This is an optimization exercise on Yosys and OpenROAD, whose aim is small area, not a production implementation. In this exercise RTL edits were held to simulation tests only and were not proved equivalent to the original.

==> flow/design.v <==
module rca #(parameter W = 16) (
  input  wire [W-1:0] a, b,
  input  wire         ci,
  output wire [W-1:0] s
);
  wire [W:0] c;
  assign c[0] = ci;
  genvar i;
  generate for (i = 0; i < W; i = i + 1) begin : g
    assign s[i]   = a[i] ^ b[i] ^ c[i];
    assign c[i+1] = (a[i] & b[i]) | (a[i] & c[i]) | (b[i] & c[i]);
  end endgenerate
endmodule
module mulw (
  input  wire [16:0] u,
  output wire [15:0] y
);
  wire [19:0] u20 = {{3{u[16]}}, u};
  wire [22:0] u23 = {{6{u[16]}}, u};
  wire [23:0] u24 = {{7{u[16]}}, u};
  wire [19:0] a;             
  wire [22:0] a23 = {{3{a[19]}}, a};
  wire [22:0] b;             
  wire [23:0] c;             
  wire [29:0] b30 = {{7{b[22]}}, b};
  wire [29:0] c30 = {{6{c[23]}}, c};
  wire [29:0] r;             
  assign a[1:0] = u[1:0];
  rca #(18) ra (.a(u20[19:2]), .b(u20[17:0]), .ci(1'b0), .s(a[19:2]));
  assign b[2:0] = a[2:0];
  rca #(20) rb (.a(a23[22:3]), .b(a23[19:0]), .ci(1'b0), .s(b[22:3]));
  assign c[5:0] = u[5:0];
  rca #(18) rc (.a(u24[23:6]), .b(u24[17:0]), .ci(1'b0), .s(c[23:6]));
  assign r[7:0] = c[7:0];
  rca #(22) rr (.a(b30[21:0]), .b(c30[29:8]), .ci(1'b0), .s(r[29:8]));
  assign y = r[29:14];
endmodule
module FFT_top (
input	wire 			clk,reset_n,
input	wire			start,
input	wire 	[15:0]	s_in,
output	wire 			s2p_en,
output	wire[15:0]		X_0_re,X_1_re,
						X_4_re,X_5_re,
						X_0_im,X_1_im,
						X_4_im,X_5_im,
						X_2_re,X_3_re,
						X_6_re,X_7_re,
						X_2_im,X_3_im,
						X_6_im,X_7_im
);
reg       toggle, en, primed;
reg [2:0] p;                  
always @(posedge clk, negedge reset_n) begin
  if (!reset_n) begin
    toggle <= 1'b0; en <= 1'b0; p <= 3'd0; primed <= 1'b0;
  end else begin
    if (start) toggle <= ~toggle;
    en <= toggle & ~start;
    if (en) p <= p + 3'd1;
    if (en && p == 3'd7) primed <= 1'b1;
  end
end
assign s2p_en = en;
wire p0 = (p == 3'd0), p1 = (p == 3'd1), p2 = (p == 3'd2), p3 = (p == 3'd3);
wire p4 = (p == 3'd4), p5 = (p == 3'd5), p6 = (p == 3'd6), p7 = (p == 3'd7);
wire       en_n = toggle & ~start;            
wire [2:0] p_n  = en ? p + 3'd1 : p;          
wire       n0 = en_n & (p_n == 3'd0), n1 = en_n & (p_n == 3'd1);
wire       n2 = en_n & (p_n == 3'd2), n6 = en_n & (p_n == 3'd6);
reg        q0, q1, q2, q6, nq0, kC, kR1, kR2;
always @(posedge clk, negedge reset_n) begin
  if (!reset_n) begin
    q0 <= 1'b0; q1 <= 1'b0; q2 <= 1'b0; q6 <= 1'b0;
    nq0 <= 1'b0; kC <= 1'b0; kR1 <= 1'b0; kR2 <= 1'b0;
  end else begin
    q0 <= n0; q1 <= n1; q2 <= n2; q6 <= n6;
    nq0 <= ~n0;
    kC  <= ~(n1 | n2);
    kR1 <= ~(n0 | n1);
    kR2 <= ~(n6 | n0 | n1);
  end
end
reg [15:0] d1, d2;             
always @(posedge clk) if (en) begin d1 <= s_in; d2 <= d1; end
reg [15:0] X0a, ABa, A2p;
reg [15:1] X4a;
wire [15:0] xg = en ? d2 : 16'd0;
wire        sub4  = en & (p6 | p7 | p0 | p1);
wire        subab = en & (p4 | p5 | p0 | p1);
wire        init0 = en & p2;
wire        initab = en & (p2 | p6);
wire [15:0] x0s, x4s, abs_;
rca #(16) ax0 (.a(init0  ? 16'd0 : X0a), .b(xg),                 .ci(1'b0),  .s(x0s));
rca #(16) ax4 (.a(init0  ? 16'd0 : {X4a[15:1], X0a[0]}), .b(xg ^ {16{sub4}}), .ci(sub4), .s(x4s));
rca #(16) aab (.a(initab ? 16'd0 : ABa), .b(xg ^ {16{subab}}),   .ci(subab), .s(abs_));
always @(posedge clk) begin
  X0a <= x0s; X4a <= x4s[15:1]; ABa <= abs_;
  if (en && p6) A2p <= ABa;
end
wire [15:0] df;
rca #(16) adf (.a(d2), .b(~d1), .ci(1'b1), .s(df));
reg  [15:0] C, D;
reg  [16:0] R1, R2;           
reg         m_p, nz_p, nzv_p;
wire [15:0] my;
mulw umul (.u(R1), .y(my));
wire [15:0] pa = (R2[15:0] & {16{q0}}) | (C & {16{q1}}) | (D & {16{q2}});
wire [15:0] pb = (df & {16{q0}}) | (my & {16{nq0}});
wire [16:0] XS, YS;
rca #(17) aX (.a({pa[15], pa}), .b({pb[15], pb}),   .ci(q2 & nzv_p),    .s(XS));
rca #(17) aY (.a({pa[15], pa}), .b(~{pb[15], pb}),  .ci(~(q2 & nzv_p)), .s(YS));
wire        m_n = (df == 16'h8000);
wire [16:0] u1r = {YS[16] ^ m_n, YS[15:0]};             
always @(posedge clk) begin
  C  <= (df & {16{q2}}) | (YS[15:0] & {16{q1}}) | (C & {16{kC}});
  R1 <= (u1r & {17{q0}}) | (R2 & {17{q1}}) | (R1 & {17{kR1}});
  R2 <= ({1'b0, df} & {17{q6}}) | (XS & {17{q0 | q1}}) | (R2 & {17{kR2}});
  if (en && p4) D <= df;
  if (en && p0) begin
    m_p <= m_n; nz_p <= |u1r[13:0]; nzv_p <= |XS[13:0];
  end
end
wire [15:0] P = R2[15:0], Q = C, R = YS[15:0], S = XS[15:0];
reg [15:0] H0, HP, HR;
reg [15:1] H4, HA2, HB2, HQ, HS;
reg        Hm, Hnz;
reg        ld, kp;
always @(posedge clk, negedge reset_n) begin
  if (!reset_n) begin
    ld <= 1'b0; kp <= 1'b0;
  end else begin
    ld <= en & p1 & primed;
    kp <= ~(en & p1 & primed);
  end
end
always @(posedge clk, negedge reset_n) begin
  if (!reset_n) begin
    H0 <= 16'd0; H4 <= 15'd0; HA2 <= 15'd0; HB2 <= 15'd0;
    HP <= 16'd0; HQ <= 15'd0; HR <= 16'd0; HS <= 15'd0;
    Hm <= 1'b0; Hnz <= 1'b0;
  end else begin
    H0  <= (X0a        & {16{ld}}) | (H0  & {16{kp}});
    H4  <= (X4a        & {15{ld}}) | (H4  & {15{kp}});
    HA2 <= (A2p[15:1]  & {15{ld}}) | (HA2 & {15{kp}});
    HB2 <= (ABa[15:1]  & {15{ld}}) | (HB2 & {15{kp}});
    HP  <= (P          & {16{ld}}) | (HP  & {16{kp}});
    HQ  <= (Q[15:1]    & {15{ld}}) | (HQ  & {15{kp}});
    HR  <= (R          & {16{ld}}) | (HR  & {16{kp}});
    HS  <= (S[15:1]    & {15{ld}}) | (HS  & {15{kp}});
    Hm  <= (m_p & ld) | (Hm  & kp);
    Hnz <= (nz_p & ld) | (Hnz & kp);
  end
end
wire        b2lsb = H0[1] ^ H4[1];
wire [15:0] fX4 = {H4, H0[0]};
wire [15:0] fA2 = {HA2, b2lsb ^ H0[0]};
wire [15:0] fB2 = {HB2, b2lsb};
wire [15:0] fQ  = {HQ, HP[0]};
wire [15:0] fS  = {HS, HR[0]};
wire [15:0] K  = Hm ? 16'hB504 : 16'd0;
wire [15:0] nK = Hm ? 16'h4AFC : 16'd0;       
wire [15:0] x7r, x3r, x1i, x5i, x2i;
rca #(16) o7r (.a(HP),  .b(K),   .ci(Hnz),  .s(x7r));   
rca #(16) o3r (.a(fQ),  .b(~K),  .ci(~Hnz), .s(x3r));   
rca #(16) o1i (.a(~fS), .b(nK),  .ci(1'b1), .s(x1i));   
rca #(16) o5i (.a(~HR), .b(K),   .ci(1'b1), .s(x5i));   
rca #(16) o2i (.a(~fB2), .b(16'd0), .ci(1'b1), .s(x2i));  
assign X_0_re = H0;   assign X_0_im = 16'd0;
assign X_4_re = fX4;   assign X_4_im = 16'd0;
assign X_2_re = fA2;  assign X_2_im = x2i;
assign X_6_re = fA2;  assign X_6_im = fB2;
assign X_1_re = HP;   assign X_1_im = x1i;
assign X_5_re = fQ;   assign X_5_im = x5i;
assign X_3_re = x3r;  assign X_3_im = HR;
assign X_7_re = x7r;  assign X_7_im = fS;
endmodule
==> flow/config.mk <==
export PLATFORM = sky130hd
export DESIGN_NAME = FFT_top
export DESIGN_NICKNAME = FFT_top
export VERILOG_FILES = /design/flow/design.v
export SDC_FILE = /design/flow/constraint.sdc
export NUM_CORES = 4
export LEC_CHECK = 0
export CAP_MARGIN = 20
export CORE_MARGIN = 2
export CORE_UTILIZATION = 70
export CTS_BUF_LIST = sky130_fd_sc_hd__clkbuf_16
export CTS_CLUSTER_DIAMETER = 100
export CTS_CLUSTER_SIZE = 25
export SLEW_MARGIN = 20
==> flow/constraint.sdc <==
create_clock -name core_clock -period 12.0 [get_ports {clk}]
set_input_delay 2.4000 -clock core_clock [delete_from_list [all_inputs] [get_ports {clk}]]
set_output_delay 2.4000 -clock core_clock [all_outputs]
set_load 0.01 [all_outputs]
standard.sh (not shown) runs the stock make flow with config.mk's settings and CLKGATE_MAP_FILE= SYNTH_SCRIPT=/design/flow/synth_recipe.tcl, a recipe that flattens the netlist after the stock synthesis.
==> flow/flow/run.sh <==
#!/bin/bash
# Standard layout, except that the port buffers the standard flow's flow adds are the
# smallest buffer (buf_1) instead of the default choice, and one tie cell
# drives the constant outputs.
set -euo pipefail
bash standard.sh "BUFFER_PORTS_ARGS=-buffer_cell sky130_fd_sc_hd__buf_1" SKIP_REPAIR_TIE_FANOUT=1 finish > standard_flow.log 2>&1
Change:
--- a/flow/design.v
+++ b/flow/design.v
@@ -68,19 +68,14 @@
 wire [2:0] p_n  = en ? p + 3'd1 : p;          
 wire       n0 = en_n & (p_n == 3'd0), n1 = en_n & (p_n == 3'd1);
 wire       n2 = en_n & (p_n == 3'd2), n6 = en_n & (p_n == 3'd6);
 reg        q0, q1, q2, q6, nq0, kC, kR1, kR2;
-always @(posedge clk, negedge reset_n) begin
-  if (!reset_n) begin
-    q0 <= 1'b0; q1 <= 1'b0; q2 <= 1'b0; q6 <= 1'b0;
-    nq0 <= 1'b0; kC <= 1'b0; kR1 <= 1'b0; kR2 <= 1'b0;
-  end else begin
-    q0 <= n0; q1 <= n1; q2 <= n2; q6 <= n6;
-    nq0 <= ~n0;
-    kC  <= ~(n1 | n2);
-    kR1 <= ~(n0 | n1);
-    kR2 <= ~(n6 | n0 | n1);
-  end
+always @(posedge clk) begin
+  q0 <= n0; q1 <= n1; q2 <= n2; q6 <= n6;
+  nq0 <= ~n0;
+  kC  <= ~(n1 | n2);
+  kR1 <= ~(n0 | n1);
+  kR2 <= ~(n6 | n0 | n1);
 end
 reg [15:0] d1, d2;             
 always @(posedge clk) if (en) begin d1 <= s_in; d2 <= d1; end
 reg [15:0] X0a, ABa, A2p;
Via count is higher by about 1.1%.
Setup slack got worse by 90 ps.
Sequential cell count stays the same.
Global-route usage decreases by 0.89 points.
Core utilization shrinks by 0.19 points.
Cell count stays flat.
Cell area barely changes.
Synthesized area hardly moves.
Clock skew decreases by 4.3 ps.
Sequential share of layout area fell by 0.12 points.
Hold slack is about the same.

## separate check: timing with driven ports
Ports are ideal in the flow. The routed layouts listed here were re-timed in OpenROAD. Step 1, drivers: a clkbuf_16 drives clk and a buf_2 each remaining input, both assumed. Step 2 times the ports against the registers' clock, not the clock port: input delays grow and output delays shrink by t, the midpoint of the rising clock arrivals with the driver on. Three values: no drivers, after step 1, after step 2; two values: the first two.
run | t, ns | setup slack, ns | hold slack, ns | worst setup path after step 2 | worst register clock-pin slew, ns
the first run | 0.556 | 0.894 / 0.894 / 0.894 | 0.456 / 0.456 / 0.456 | register to register | 0.11 / 0.11
the second run | 0.555 | 0.805 / 0.805 / 0.805 | 0.455 / 0.455 / 0.455 | register to register | 0.11 / 0.11
After both steps every run listed still meets setup and hold.
